Background: an optimization exercise with open tools, aiming at small area, a short achievable clock period and few clock cycles. Do not read the settings as production practice. Function was checked by simulation only, so behaviour that the tests miss may differ from the original. No activity file was given, so power comes from the tool's default toggle rates.

==> flow/design.v <==
module alu (
    input  wire [33:0] S,
    input  wire [33:0] C,
    input  wire [31:0] Y,
    input  wire        div,
    input  wire        idle,
    input  wire        sin,
    input  wire        mpos,
    input  wire        mneg,
    output wire [33:0] SO,
    output wire [33:0] CO,
    output wire        qp,
    output wire        qn
);
    wire [3:0] p  = S[33:30] ^ C[33:30];
    wire [3:0] g  = S[33:30] & C[33:30];
    wire       c3 = g[2] | (p[2] & g[1]) | (p[2] & p[1] & g[0]);
    wire       f3 = p[3] ^ c3;
    wire       en = div & ~idle;
    assign qp = en & ~f3;
    assign qn = en & f3 & ~(&p[2:0]);
    wire        sb  = qp | (~div & mneg);       
    wire        ad  = qn | (~div & mpos);       
    wire [33:0] X   = {sb, sb, ({32{sb}} & ~Y) | ({32{ad}} & Y)};
    wire [33:0] S2  = {S[32:0], sin};
    wire [33:0] C2  = {C[32:0], 1'b0};
    assign SO = S2 ^ C2 ^ X;
    assign CO = {(S2[32:0] & C2[32:0]) | (X[32:0] & (S2[32:0] | C2[32:0])), sb};
endmodule
module alu4 (
    input  wire [33:0] S,
    input  wire [33:0] C,
    input  wire [31:0] Y,
    input  wire        h,
    input  wire        l,
    input  wire        p,
    output wire [33:0] SO,
    output wire [33:0] CO
);
    wire        one = l ^ p;
    wire        two = (h & ~l & ~p) | (~h & l & p);
    wire        neg = h & ~(l & p);
    wire [33:0] Ye  = {2'b00, Y};
    wire [33:0] X   = (({34{one}} & Ye) | ({34{two}} & {Ye[32:0], 1'b0})) ^ {34{neg}};
    wire [33:0] S4  = {S[31:0], 2'b00};
    wire [33:0] C4  = {C[31:0], 2'b00};
    assign SO = S4 ^ C4 ^ X;
    assign CO = {(S4[32:0] & C4[32:0]) | (X[32:0] & (S4[32:0] | C4[32:0])), neg};
endmodule
module alu_top (
    input  wire        clk,
    input  wire        rst,
    input  wire        in_valid,
    output wire        in_ready,
    input  wire [31:0] a,
    input  wire [31:0] b,
    input  wire [4:0]  op,
    input  wire        signed_op,
    output reg         out_valid,
    output reg  [31:0] y,
    output reg         zero,
    output reg         carry,
    output reg         overflow,
    output reg         negative,
    output reg         parity
);
    localparam [4:0] OP_MUL = 5'd11;
    localparam [4:0] OP_DIV = 5'd12;
    localparam K   = 8;             
    localparam KD  = 4;             
    localparam LKD = 2;             
    reg  [31:0] a_r, b_r;
    reg  [4:0]  op_r;
    reg         s_r;
    reg         va, first, rdy;
    reg  [2:0]  cnt;                
    reg  [33:0] S, C;
    reg         cb, mb, vb;
    assign in_ready = rdy;
    wire is_mul = (op_r == OP_MUL);
    wire is_div = (op_r == OP_DIV);
    wire dfirst = first & is_div;
    reg  [4:0] lz;
    integer i;
    always @(*) begin
        lz = 5'd0;
        for (i = 0; i < 32; i = i + 1)
            if (b_r[i]) lz = 5'd31 - i[4:0];
    end
    wire        bz = (b_r == 32'd0);
    wire [31:0] Y  = b_r << (lz & {5{is_div}});    
    wire [LKD-1:0] kidle = dfirst ? ~lz[LKD-1:0] : {LKD{1'b0}};
    reg  [KD-1:0]  din;                             
    always @(*) begin
        for (i = 0; i < KD; i = i + 1)
            din[i] = dfirst & (i <= kidle) & a_r[(kidle - i) & (KD - 1)];
    end
    wire [31:0] a_sh = (a_r >> kidle) >> 1;
    wire [33:0] s0 = first ? (is_div ? {2'b00, a_sh} : 34'd0) : S;
    wire [33:0] c0 = first ? 34'd0 : C;
    wire [3:0] bh = {a_r[31], a_r[29], a_r[27], a_r[25]};
    wire [3:0] bl = {a_r[30], a_r[28], a_r[26], a_r[24]};
    wire [3:0] bp = {a_r[29], a_r[27], a_r[25], a_r[23]};
    wire [3:0] mpos, mneg;
    generate
        genvar d;
        for (d = 0; d < 2; d = d + 1) begin : split
            wire one = bl[3-d] ^ bp[3-d];
            wire two = (bh[3-d] & ~bl[3-d] & ~bp[3-d]) | (~bh[3-d] & bl[3-d] & bp[3-d]);
            wire neg = bh[3-d] & ~(bl[3-d] & bp[3-d]);
            assign mpos[2*d]     = two & ~neg;    
            assign mneg[2*d]     = two & neg;
            assign mpos[2*d + 1] = one & ~neg;    
            assign mneg[2*d + 1] = one & neg;
        end
    endgenerate
    wire [33:0] sv [0:KD+2];
    wire [33:0] cv [0:KD+2];
    wire [KD-1:0] qpv, qnv;
    assign sv[0] = s0;
    assign cv[0] = c0;
    genvar g;
    generate
        for (g = 0; g < KD; g = g + 1) begin : step
            alu u_step (
                .S(sv[g]), .C(cv[g]), .Y(Y), .div(is_div),
                .idle((g < kidle) | bz), .sin(din[g]), .mpos(mpos[g]), .mneg(mneg[g]),
                .SO(sv[g + 1]), .CO(cv[g + 1]), .qp(qpv[KD - 1 - g]), .qn(qnv[KD - 1 - g])
            );
        end
        for (g = 0; g < 2; g = g + 1) begin : step4
            alu4 u_step4 (
                .S(sv[KD + g]), .C(cv[KD + g]), .Y(Y),
                .h(bh[1-g]), .l(bl[1-g]), .p(bp[1-g]),
                .SO(sv[KD + g + 1]), .CO(cv[KD + g + 1])
            );
        end
    endgenerate
    wire [KD:0]   qv     = {1'b0, qpv} - {1'b0, qnv};
    wire [31-KD:0] qhi   = dfirst ? {(32-KD){1'b0}} : a_r[31-KD:0];
    wire [31:0]   qp_cat = {qhi - {{(31-KD){1'b0}}, qv[KD]}, qv[KD-1:0]};
    wire [33:0] wsum   = sv[KD] + cv[KD];
    wire        wneg   = wsum[33];
    wire [2:0]  cnt_now = first ? (is_mul ? 3'd3 : lz[4:LKD]) : cnt;
    wire last = (cnt_now == 0);
    wire done = ~(is_mul | is_div) | last;
    wire cont = va & ~done;
    wire       is_as = (op_r[4:1] == 4'd0);
    wire       sub   = (op_r == 5'd1);
    wire       shl   = (op_r == 5'd6) | (op_r == 5'd8);
    wire       shr   = (op_r == 5'd7) | (op_r == 5'd9);
    wire       rot   = op_r[3];
    wire [31:0] x = shl ? {a_r[30:0], rot & a_r[31]} :
                    shr ? {rot & a_r[0], a_r[31:1]} : a_r;
    reg  [3:0] tt;                  
    always @(*) begin
        case (op_r)
            5'd2:    tt = 4'b1000;   
            5'd3:    tt = 4'b1110;   
            5'd4:    tt = 4'b0110;   
            5'd5:    tt = 4'b0011;   
            5'd10:   tt = 4'b1010;   
            5'd0, 5'd1, 5'd6, 5'd7, 5'd8, 5'd9:
                     tt = 4'b1100;   
            default: tt = 4'b0000;
        endcase
    end
    reg  [31:0] lres;
    always @(*) begin
        for (i = 0; i < 32; i = i + 1)
            lres[i] = tt[{x[i], b_r[i]}];
    end
    wire [33:0] c_op = is_as ? {sub, {s_r & b_r[31], b_r} ^ {33{sub}}} : 34'd0;
    reg  [33:0] s_d, c_d;
    reg         cb_d;
    always @(*) begin
        if (is_div & last) begin
            s_d  = {2'b00, qp_cat};
            c_d  = {34{wneg}};
            cb_d = 1'b0;
        end else if (is_div) begin
            s_d  = sv[KD];
            c_d  = cv[KD];
            cb_d = 1'b0;
        end else if (is_mul) begin
            s_d  = sv[KD+2];
            c_d  = cv[KD+2];
            cb_d = 1'b0;
        end else begin
            s_d  = {1'b0, is_as & s_r & a_r[31], lres};
            c_d  = c_op;
            cb_d = sub;
        end
    end
    reg  [32:0] t;
    reg         cy;
    always @(*) begin
        cy = cb;
        for (i = 0; i < 33; i = i + 1) begin
            t[i] = S[i] ^ C[i] ^ cy;
            cy   = (S[i] & C[i]) | (S[i] & cy) | (C[i] & cy);
        end
    end
    wire [31:0] r = t[31:0];
    wire take = in_valid & rdy;
    always @(posedge clk) begin
        if (cont) begin
            a_r <= is_mul ? {a_r[31-K:0], {K{1'b0}}} : qp_cat;
            b_r <= Y;
        end else begin
            a_r  <= a;
            b_r  <= b;
            op_r <= op;
        end
        s_r   <= signed_op;
        cnt   <= cnt_now - 1'b1;
        first <= ~cont;
        S  <= s_d;
        C  <= c_d;
        cb <= cb_d;
        mb <= is_as;
        y        <= r;
        zero     <= (r == 32'd0);
        carry    <= mb & t[32];
        overflow <= mb & (t[32] ^ t[31]);
        negative <= r[31];
        parity   <= ^r;
        if (rst) begin
            va        <= 1'b0;
            vb        <= 1'b0;
            out_valid <= 1'b0;
            rdy       <= 1'b1;
        end else begin
            vb        <= va & done;
            out_valid <= vb;
            if (cont) begin
                va  <= 1'b1;
                rdy <= (cnt_now == 1);
            end else begin
                va  <= take;
                rdy <= ~(take & ((op == OP_MUL) |
                                 ((op == OP_DIV) & (b[31:32-KD] == 0))));
            end
        end
    end
endmodule
clock: 100.0 ns
lec_check: 0
abc_area: 1
cap_margin: 20
core_margin: 2
core_utilization: 55
place_density: 0.7
slew_margin: 20
standard.sh (not shown) runs the stock make flow with config.mk's settings and CLKGATE_MAP_FILE= SYNTH_SCRIPT=/design/flow/synth_recipe.tcl, a recipe that flattens the netlist after the stock synthesis.
==> flow/flow/run.sh <==
#!/bin/bash
set -e
cp standard.sh standard.sh.txt
cp config.mk config.mk.txt
bash standard.sh > standard.log 2>&1
The first run went through all stages and came out clean.
Testbench counts at the start, summed over its fixed seeds: cycles 20,987.
Next try:
==> flow/run.sh (new file) <==
#!/bin/bash
# synth_recipe.tcl (not shown) runs the flow's synth.tcl, then flattens the netlist and writes it again
# the make line also repeats each setting of config.mk as NAME=value (left out here)
make -C /OpenROAD-flow-scripts/flow DESIGN_CONFIG=/design/flow/config.mk WORK_HOME=/design/flow/orfs CLKGATE_MAP_FILE= SYNTH_SCRIPT=/design/flow/synth_recipe.tcl finish
removed: flow/flow/run.sh
removed: flow/standard.sh
Worst hold slack stays the same; non-clock buffer count stays the same; cell area is unchanged; synthesized area is unchanged; clock power is about the same; routed wire length does not change; first-iteration DRC count stays the same; core utilization does not change; power stays the same.

-- static timing again, ports no longer ideal --
The results above use ideal ports. As a check the final layouts listed here were re-extracted and re-timed, cells and wires unchanged.
Step 1 assumes that a clkbuf_16 drives the clock port and a buf_2 every other input.
Step 2 adds t to the input delays and takes it off the output delays; t is the mean of the earliest and latest rising clock arrival at the registers after step 1. Input paths then give back, and output paths get back, about the clock's delay inside the block.
a / b / c = ideal ports / drivers / drivers and shift; a / b = the first two.
run | t, ns | slack for setup (ns) | hold slack, ns | worst setup path after step 2
the first run | 0.565 | 78.586 / 78.525 / 78.476 | 0.425 / 0.425 / 0.425 | input to register
the second run | 0.565 | 78.586 / 78.525 / 78.476 | 0.425 / 0.425 / 0.425 | input to register
After both steps setup and hold are still met in every run listed.
